Context: an optimization exercise on an open-source flow, tuned for small area and a short achievable clock period. The choices shown serve that exercise and are no tape-out recipe.
At most, simulation tests tie the RTL to the original design; equivalence was not proved.
No activity file was given, so power comes from the tool's default toggle rates.

## fp_add
module fp_add #(
    parameter pDATA_WIDTH = 64,
    parameter pEXP_WIDTH  = 11,
    parameter pFRAC_WIDTH = 52
) (
    input  [(pDATA_WIDTH-1):0] in_A,
    input  [(pDATA_WIDTH-1):0] in_B,
    input                      clk,
    input                      rst_n,
    input                      in_valid,
    output [(pDATA_WIDTH-1):0] result,
    output                     out_valid
);
export LEC_CHECK = 0
export ABC_AREA = 1
export CAP_MARGIN = 20
export CORE_MARGIN = 2
export CORE_UTILIZATION = 60
export PLACE_DENSITY = 0.75
export SLEW_MARGIN = 20
create_clock -name core_clock -period 12.5 [get_ports {clk}]
standard.sh (not shown) runs the stock make flow with config.mk's settings and CLKGATE_MAP_FILE= SYNTH_SCRIPT=/design/flow/synth_recipe.tcl, a recipe that flattens the netlist after the stock synthesis.
==> flow/flow/run.sh <==
#!/bin/bash
bash standard.sh ADDER_MAP_FILE= SETUP_SLACK_MARGIN=8.95 \
  "CTS_ARGS=-sink_clustering_enable -repair_clock_nets -sink_clustering_size 16 -sink_clustering_max_diameter 60 -dont_use_dummy_load -buf_list sky130_fd_sc_hd__clkbuf_8 -root_buf sky130_fd_sc_hd__clkbuf_16" \
  POST_GLOBAL_PLACE_TCL=$PWD/flow/post_gpl.tcl "BUFFER_PORTS_ARGS=-buffer_cell sky130_fd_sc_hd__buf_1" finish > standard.log 2>&1
==> flow/flow/post_gpl.tcl <==
# POST_GLOBAL_PLACE hook: every port got a buf_1 buffer (BUFFER_PORTS_ARGS); make the
# output ports' buffers buf_2, which drive the output load faster.
foreach port [get_ports -filter "direction == output"] {
  set net [get_nets [get_full_name $port]]
  foreach pin [get_pins -of_objects $net -filter "direction == output"] {
    set inst [get_cells -of_objects $pin]
    if {[get_property $inst ref_name] eq "sky130_fd_sc_hd__buf_1"} {
      replace_cell $inst sky130_fd_sc_hd__buf_2
    }
  }
}
Edit:
--- a/flow/design.v
+++ b/flow/design.v
@@ -106,31 +106,31 @@
     reg v_n1;
     always @(posedge clk or negedge rst_n)
         if (!rst_n) v_n1 <= 1'b0;
         else v_n1 <= v_add;
     reg [10:0] bex_n1;
     always @(posedge clk) bex_n1 <= bex_s2;
     reg sgn_n1;
     always @(posedge clk) sgn_n1 <= sgn_add;
     reg [56:0] sum_n1;
     always @(posedge clk) sum_n1 <= sum_s2;
     wire z5_s3 = ~|sum_n1[56:25];
-    wire [56:0] n1_s3 = z5_s3 ? {sum_n1[24:0], 32'd0} : sum_n1;
+    wire [56:0] n1_s3 = z5_s3 ? {sum_n1[24:2], 34'd0} : sum_n1;
     wire z4_s3 = ~|n1_s3[56:41];
-    wire [56:0] n2_s3 = z4_s3 ? {n1_s3[40:0], 16'd0} : n1_s3;
+    wire [56:0] n2_s3 = z4_s3 ? {n1_s3[40:2], 18'd0} : n1_s3;
     wire [10:0] eh_s3;
     fpa_add #(.N(11)) u_eh_3 (.a(bex_n1), .b({5'b11111, ~z5_s3, ~z4_s3, 4'b1111}), .ci(1'b1), .s(eh_s3));
     wire z3_s4 = ~|n2_s3[56:49];
-    wire [56:0] n3_s4 = z3_s4 ? {n2_s3[48:0], 8'd0} : n2_s3;
+    wire [56:0] n3_s4 = z3_s4 ? {n2_s3[48:2], 10'd0} : n2_s3;
     wire z2_s5 = ~|n3_s4[56:53];
-    wire [56:0] n4_s5 = z2_s5 ? {n3_s4[52:0], 4'd0} : n3_s4;
+    wire [56:0] n4_s5 = z2_s5 ? {n3_s4[52:2], 6'd0} : n3_s4;
     reg v_n4;
     always @(posedge clk or negedge rst_n)
         if (!rst_n) v_n4 <= 1'b0;
         else v_n4 <= v_n1;
     reg [10:0] eh_n4;
     always @(posedge clk) eh_n4 <= eh_s3;
     reg [56:0] n4_n4;
     always @(posedge clk) n4_n4 <= n4_s5;
     reg sgn_n4;
     always @(posedge clk) sgn_n4 <= sgn_n1;
     reg z2_n4;
=> Design area is about the same. Hold slack is better by 0.025 ns. Clock skew went down by 0.019 ns. Maximum frequency went down by 0.89%. Utilization goes up by 0.57 points. Sequential power is about the same. Power rose by 1.1%. Register-to-register slack loses 0.06 ns. Routed wire length came out higher by 11%. Die area goes down by 1.0%. Non-clock buffer count rises by 5. First-iteration DRC count drops by 14%.
For the second run of this note, only the layout was checked, not whether the RTL still works.

---

The RTL this note starts from:
==> flow/design.v <==
module fp_add #(
    parameter pDATA_WIDTH = 64,
    parameter pEXP_WIDTH  = 11,
    parameter pFRAC_WIDTH = 52
) (
    input  [(pDATA_WIDTH-1):0] in_A,
    input  [(pDATA_WIDTH-1):0] in_B,
    input                      clk,
    input                      rst_n,
    input                      in_valid,
    output [(pDATA_WIDTH-1):0] result,
    output                     out_valid
);
    wire [10:0] ea_s0 = in_A[62:52];
    wire [10:0] eb_s0 = in_B[62:52];
    wire xa_s0 = &ea_s0;
    wire xb_s0 = &eb_s0;
    wire mza_s0 = ~|in_A[51:0];
    wire mzb_s0 = ~|in_B[51:0];
    wire nan_s0 = (xa_s0 & ~mza_s0) | (xb_s0 & ~mzb_s0) | (xa_s0 & xb_s0 & (in_A[63] ^ in_B[63]));
    wire spec_s0 = xa_s0 | xb_s0;
    wire isg_s0 = xa_s0 ? in_A[63] : in_B[63];
    wire mlt_s0;
    fpa_lt #(.N(52)) u_mlt_0 (.a(in_A[51:0]), .b(in_B[51:0]), .lt(mlt_s0));
    wire eeq_s0 = (ea_s0 == eb_s0);
    wire [11:0] dab_s0;
    wire [10:0] dba_s0;
    fpa_add #(.N(12)) u_dab_0 (.a({1'b0, ea_s0}), .b({1'b1, ~eb_s0}), .ci(1'b1), .s(dab_s0));
    fpa_add #(.N(11)) u_dba_0 (.a(eb_s0), .b(~ea_s0), .ci(1'b1), .s(dba_s0));
    wire elt_s0 = dab_s0[11];
    wire [5:0] cab_s0 = (|dab_s0[10:6]) ? 6'd63 : dab_s0[5:0];
    wire [5:0] cba_s0 = (|dba_s0[10:6]) ? 6'd63 : dba_s0[5:0];
    reg v_al;
    always @(posedge clk or negedge rst_n)
        if (!rst_n) v_al <= 1'b0;
        else v_al <= in_valid;
    reg [63:0] A_al;
    always @(posedge clk) A_al <= in_A;
    reg [63:0] B_al;
    always @(posedge clk) B_al <= in_B;
    reg [5:0] cab_al;
    always @(posedge clk) cab_al <= cab_s0;
    reg [5:0] cba_al;
    always @(posedge clk) cba_al <= cba_s0;
    reg eeq_al;
    always @(posedge clk) eeq_al <= eeq_s0;
    reg elt_al;
    always @(posedge clk) elt_al <= elt_s0;
    reg isg_al;
    always @(posedge clk) isg_al <= isg_s0;
    reg mlt_al;
    always @(posedge clk) mlt_al <= mlt_s0;
    reg nan_al;
    always @(posedge clk) nan_al <= nan_s0;
    reg spec_al;
    always @(posedge clk) spec_al <= spec_s0;
    wire swap_s1 = elt_al | (eeq_al & mlt_al);
    wire [5:0] sh_s1 = elt_al ? cba_al : cab_al;
    wire ha_s1 = |A_al[62:52];
    wire hb_s1 = |B_al[62:52];
    wire [52:0] bm_s1 = swap_s1 ? {hb_s1, B_al[51:0]} : {ha_s1, A_al[51:0]};
    wire [52:0] sm_s1 = swap_s1 ? {ha_s1, A_al[51:0]} : {hb_s1, B_al[51:0]};
    wire [10:0] be_s1 = swap_s1 ? B_al[62:52] : A_al[62:52];
    wire sgn_s1 = spec_al ? isg_al : (swap_s1 ? B_al[63] : A_al[63]);
    wire sub_s1 = A_al[63] ^ B_al[63];
    wire [55:0] al0_s1 = {sm_s1, 3'b000} >> sh_s1;
    wire [52:0] stkv_s1;
    genvar gi_1;
    for (gi_1 = 0; gi_1 < 53; gi_1 = gi_1 + 1) begin : g_stk_1
        assign stkv_s1[gi_1] = sm_s1[gi_1] & (sh_s1 >= gi_1 + 3);
    end
    wire [56:0] alx_s1 = {1'b0, al0_s1[55:1], |stkv_s1} ^ {57{sub_s1}};
    reg v_add;
    always @(posedge clk or negedge rst_n)
        if (!rst_n) v_add <= 1'b0;
        else v_add <= v_al;
    reg [56:0] alx_add;
    always @(posedge clk) alx_add <= alx_s1;
    reg [10:0] be_add;
    always @(posedge clk) be_add <= be_s1;
    reg [52:0] bm_add;
    always @(posedge clk) bm_add <= bm_s1;
    reg nan_add;
    always @(posedge clk) nan_add <= nan_al;
    reg sgn_add;
    always @(posedge clk) sgn_add <= sgn_s1;
    reg spec_add;
    always @(posedge clk) spec_add <= spec_al;
    reg sub_add;
    always @(posedge clk) sub_add <= sub_s1;
    wire [56:0] sum_s2;
    fpa_add #(.N(57)) u_add_2 (.a({1'b0, bm_add, 3'b000}), .b(alx_add), .ci(sub_add), .s(sum_s2));
    reg v_n1;
    always @(posedge clk or negedge rst_n)
        if (!rst_n) v_n1 <= 1'b0;
        else v_n1 <= v_add;
    reg [10:0] be_n1;
    always @(posedge clk) be_n1 <= be_add;
    reg nan_n1;
    always @(posedge clk) nan_n1 <= nan_add;
    reg sgn_n1;
    always @(posedge clk) sgn_n1 <= sgn_add;
    reg spec_n1;
    always @(posedge clk) spec_n1 <= spec_add;
    reg [56:0] sum_n1;
    always @(posedge clk) sum_n1 <= sum_s2;
    wire z5_s3 = ~|sum_n1[56:25];
    wire [56:0] n1_s3 = z5_s3 ? {sum_n1[24:0], 32'd0} : sum_n1;
    wire z4_s3 = ~|n1_s3[56:41];
    wire [56:0] n2_s3 = z4_s3 ? {n1_s3[40:0], 16'd0} : n1_s3;
    wire z3_s4 = ~|n2_s3[56:49];
    wire [56:0] n3_s4 = z3_s4 ? {n2_s3[48:0], 8'd0} : n2_s3;
    reg v_n3;
    always @(posedge clk or negedge rst_n)
        if (!rst_n) v_n3 <= 1'b0;
        else v_n3 <= v_n1;
    reg [10:0] be_n3;
    always @(posedge clk) be_n3 <= be_n1;
    reg [56:0] n3_n3;
    always @(posedge clk) n3_n3 <= n3_s4;
    reg nan_n3;
    always @(posedge clk) nan_n3 <= nan_n1;
    reg sgn_n3;
    always @(posedge clk) sgn_n3 <= sgn_n1;
    reg spec_n3;
    always @(posedge clk) spec_n3 <= spec_n1;
    reg z3_n3;
    always @(posedge clk) z3_n3 <= z3_s4;
    reg z4_n3;
    always @(posedge clk) z4_n3 <= z4_s3;
    reg z5_n3;
    always @(posedge clk) z5_n3 <= z5_s3;
    wire z2_s5 = ~|n3_n3[56:53];
    wire [56:0] n4_s5 = z2_s5 ? {n3_n3[52:0], 4'd0} : n3_n3;
    wire z1_s6 = ~|n4_s5[56:55];
    wire [56:0] n5_s6 = z1_s6 ? {n4_s5[54:0], 2'd0} : n4_s5;
    wire z0_s6 = ~n5_s6[56];
    wire [56:0] n6_s6 = z0_s6 ? {n5_s6[55:0], 1'd0} : n5_s6;
    wire [5:0] lz_s6 = {z5_n3, z4_n3, z3_n3, z2_s5, z1_s6, z0_s6};
    wire zero_s6 = ~n6_s6[56];
    wire [10:0] e1_s6;
    fpa_add #(.N(11)) u_e1_6 (.a(be_n3), .b({5'b11111, ~lz_s6}), .ci(1'b1), .s(e1_s6));
    wire [52:0] mant_s6 = n6_s6[56:4];
    wire rup_s6 = n6_s6[3] & (n6_s6[4] | |n6_s6[2:0]);
    reg v_r;
    always @(posedge clk or negedge rst_n)
        if (!rst_n) v_r <= 1'b0;
        else v_r <= v_n3;
    reg [10:0] e1_r;
    always @(posedge clk) e1_r <= e1_s6;
    reg [52:0] mant_r;
    always @(posedge clk) mant_r <= mant_s6;
    reg nan_r;
    always @(posedge clk) nan_r <= nan_n3;
    reg rup_r;
    always @(posedge clk) rup_r <= rup_s6;
    reg sgn_r;
    always @(posedge clk) sgn_r <= sgn_n3;
    reg spec_r;
    always @(posedge clk) spec_r <= spec_n3;
    reg zero_r;
    always @(posedge clk) zero_r <= zero_s6;
    wire [52:0] mr_s7;
    wire mc_s7;
    fpa_inc #(.N(53)) u_inc_7 (.a(mant_r), .ci(rup_r), .s(mr_s7), .co(mc_s7));
    wire [10:0] e2_s7;
    fpa_add #(.N(11)) u_einc_7 (.a(e1_r), .b({10'd0, mc_s7}), .ci(1'b1), .s(e2_s7));
    wire [63:0] res_s7 = nan_r ? 64'h7FF0000000000001 :
                       spec_r ? {sgn_r, 11'h7FF, 52'd0} :
                       zero_r ? 64'd0 : {sgn_r, e2_s7, mr_s7[51:0]};
    reg v_o;
    always @(posedge clk or negedge rst_n)
        if (!rst_n) v_o <= 1'b0;
        else v_o <= v_r;
    reg [63:0] res_o;
    always @(posedge clk) res_o <= res_s7;
    assign result = res_o;
    assign out_valid = v_o;
endmodule
module fpa_add #(parameter N = 8) (
    input  [N-1:0] a,
    input  [N-1:0] b,
    input          ci,
    output [N-1:0] s
);
    localparam M = N + 1;
    localparam L = $clog2(M);
    wire [M-1:0] g0 = {a & b, ci};
    wire [M-1:0] p0 = {a ^ b, 1'b0};
    wire [(L+1)*M-1:0] G, P;
    assign G[M-1:0] = g0;
    assign P[M-1:0] = p0;
    genvar l, i;
    generate
        for (l = 0; l < L; l = l + 1) begin : lv
            for (i = 0; i < M; i = i + 1) begin : bt
                if ((i >> l) & 1) begin : c
                    assign G[(l+1)*M+i] = G[l*M+i] | (P[l*M+i] & G[l*M+((i>>l)<<l)-1]);
                    assign P[(l+1)*M+i] = P[l*M+i] & P[l*M+((i>>l)<<l)-1];
                end else begin : w
                    assign G[(l+1)*M+i] = G[l*M+i];
                    assign P[(l+1)*M+i] = P[l*M+i];
                end
            end
        end
    endgenerate
    assign s = p0[M-1:1] ^ G[L*M +: N];
endmodule
module fpa_inc #(parameter N = 8) (
    input  [N-1:0] a,
    input          ci,
    output [N-1:0] s,
    output         co
);
    localparam M = N + 1;
    localparam L = $clog2(M);
    wire [(L+1)*M-1:0] P;
    assign P[M-1:0] = {a, ci};
    genvar l, i;
    generate
        for (l = 0; l < L; l = l + 1) begin : lv
            for (i = 0; i < M; i = i + 1) begin : bt
                if ((i >> l) & 1) begin : c
                    assign P[(l+1)*M+i] = P[l*M+i] & P[l*M+((i>>l)<<l)-1];
                end else begin : w
                    assign P[(l+1)*M+i] = P[l*M+i];
                end
            end
        end
    endgenerate
    assign s = a ^ P[L*M +: N];
    assign co = P[L*M+N];
endmodule
module fpa_lt #(parameter N = 8) (
    input  [N-1:0] a,
    input  [N-1:0] b,
    output         lt
);
    localparam L = $clog2(N);
    localparam W = 1 << L;
    wire [W-1:0] g0 = {{(W-N){1'b0}}, ~a & b};
    wire [W-1:0] e0 = {{(W-N){1'b1}}, ~(a ^ b)};
    wire [2*W-1:0] G, E;
    assign G[W +: W] = g0;
    assign E[W +: W] = e0;
    genvar i;
    generate
        for (i = 1; i < W; i = i + 1) begin : nd
            assign G[i] = G[2*i+1] | (E[2*i+1] & G[2*i]);
            assign E[i] = E[2*i+1] & E[2*i];
        end
    endgenerate
    assign lt = G[1];
endmodule
export LEC_CHECK = 0
export CAP_MARGIN = 20
export CORE_MARGIN = 2
export CORE_UTILIZATION = 40
export SLEW_MARGIN = 20
create_clock -name core_clock -period 12.5 [get_ports {clk}]
==> flow/flow/run.sh <==
#!/bin/bash
# The standard layout (standard.sh), with timing repair aimed 9.0 ns above the required slack.
bash standard.sh SETUP_SLACK_MARGIN=9.0 finish > standard.log 2>&1
The baseline produced a clean layout.
Change:
--- a/flow/design.v
+++ b/flow/design.v
@@ -11,17 +11,25 @@
     output [(pDATA_WIDTH-1):0] result,
     output                     out_valid
 );
-    wire [10:0] ea_s0 = in_A[62:52];
-    wire [10:0] eb_s0 = in_B[62:52];
+    reg v_pre;
+    always @(posedge clk or negedge rst_n)
+        if (!rst_n) v_pre <= 1'b0;
+        else v_pre <= in_valid;
+    reg [63:0] A_pre;
+    always @(posedge clk) A_pre <= in_A;
+    reg [63:0] B_pre;
+    always @(posedge clk) B_pre <= in_B;
+    wire [10:0] ea_s0 = A_pre[62:52];
+    wire [10:0] eb_s0 = B_pre[62:52];
     wire xa_s0 = &ea_s0;
     wire xb_s0 = &eb_s0;
-    wire mza_s0 = ~|in_A[51:0];
-    wire mzb_s0 = ~|in_B[51:0];
-    wire nan_s0 = (xa_s0 & ~mza_s0) | (xb_s0 & ~mzb_s0) | (xa_s0 & xb_s0 & (in_A[63] ^ in_B[63]));
+    wire mza_s0 = ~|A_pre[51:0];
+    wire mzb_s0 = ~|B_pre[51:0];
+    wire nan_s0 = (xa_s0 & ~mza_s0) | (xb_s0 & ~mzb_s0) | (xa_s0 & xb_s0 & (A_pre[63] ^ B_pre[63]));
     wire spec_s0 = xa_s0 | xb_s0;
-    wire isg_s0 = xa_s0 ? in_A[63] : in_B[63];
+    wire isg_s0 = xa_s0 ? A_pre[63] : B_pre[63];
     wire mlt_s0;
-    fpa_lt #(.N(52)) u_mlt_0 (.a(in_A[51:0]), .b(in_B[51:0]), .lt(mlt_s0));
+    fpa_lt #(.N(52)) u_mlt_0 (.a(A_pre[51:0]), .b(B_pre[51:0]), .lt(mlt_s0));
     wire eeq_s0 = (ea_s0 == eb_s0);
     wire [11:0] dab_s0;
     wire [10:0] dba_s0;
@@ -33,11 +41,11 @@
     reg v_al;
     always @(posedge clk or negedge rst_n)
         if (!rst_n) v_al <= 1'b0;
-        else v_al <= in_valid;
+        else v_al <= v_pre;
     reg [63:0] A_al;
-    always @(posedge clk) A_al <= in_A;
+    always @(posedge clk) A_al <= A_pre;
     reg [63:0] B_al;
-    always @(posedge clk) B_al <= in_B;
+    always @(posedge clk) B_al <= B_pre;
     reg [5:0] cab_al;
     always @(posedge clk) cab_al <= cab_s0;
     reg [5:0] cba_al;
=> Final cell count goes up by 5.5%; hold slack is better by 0.0070 ns; final area climbs by about 8%; via count grows by 3.5%; wire length went up by about 6%; critical path depth shrinks by 12.
No run of this note included a check of the RTL's function; only the layout flow was run.

## separate check: timing with driven ports
The flow's constraints put no driver on any port. The routed layouts listed below were extracted and timed again, unchanged, in two steps. Step 1 assumes that a clkbuf_16 drives the clock port and a buf_2 every other input. Step 2, shift: input delay + t, output delay - t, t = (earliest + latest rising clock arrival at the registers) / 2. This alone moves slack from input paths to output paths. a / b / c = no drivers / after step 1 / after step 2; a / b = the first two.
run	t, ns	slack for setup (ns)	worst hold slack (ns)	worst setup path after step 2	latest minus earliest clock arrival (ns)
the first run of note 1	0.584	8.993 / 8.932 / 8.508	0.309 / 0.309 / 0.309	input to register	0.078 / 0.078
the second run of note 1	0.591	8.962 / 8.903 / 8.466	0.334 / 0.334 / 0.334	input to register	0.047 / 0.047
the first run of note 2	0.691	8.442 / 8.445 / 7.754	0.317 / 0.317 / 0.317	input to register	0.034 / 0.034
the second run of note 2	0.674	8.912 / 8.849 / 9.056	0.324 / 0.324 / 0.324	register to register	0.034 / 0.035
After both steps setup and hold are still met in every run listed. For the first run of note 2, which loses most, drivers alone change the setup slack by +0.003 ns; drivers and shift together by -0.688 ns.
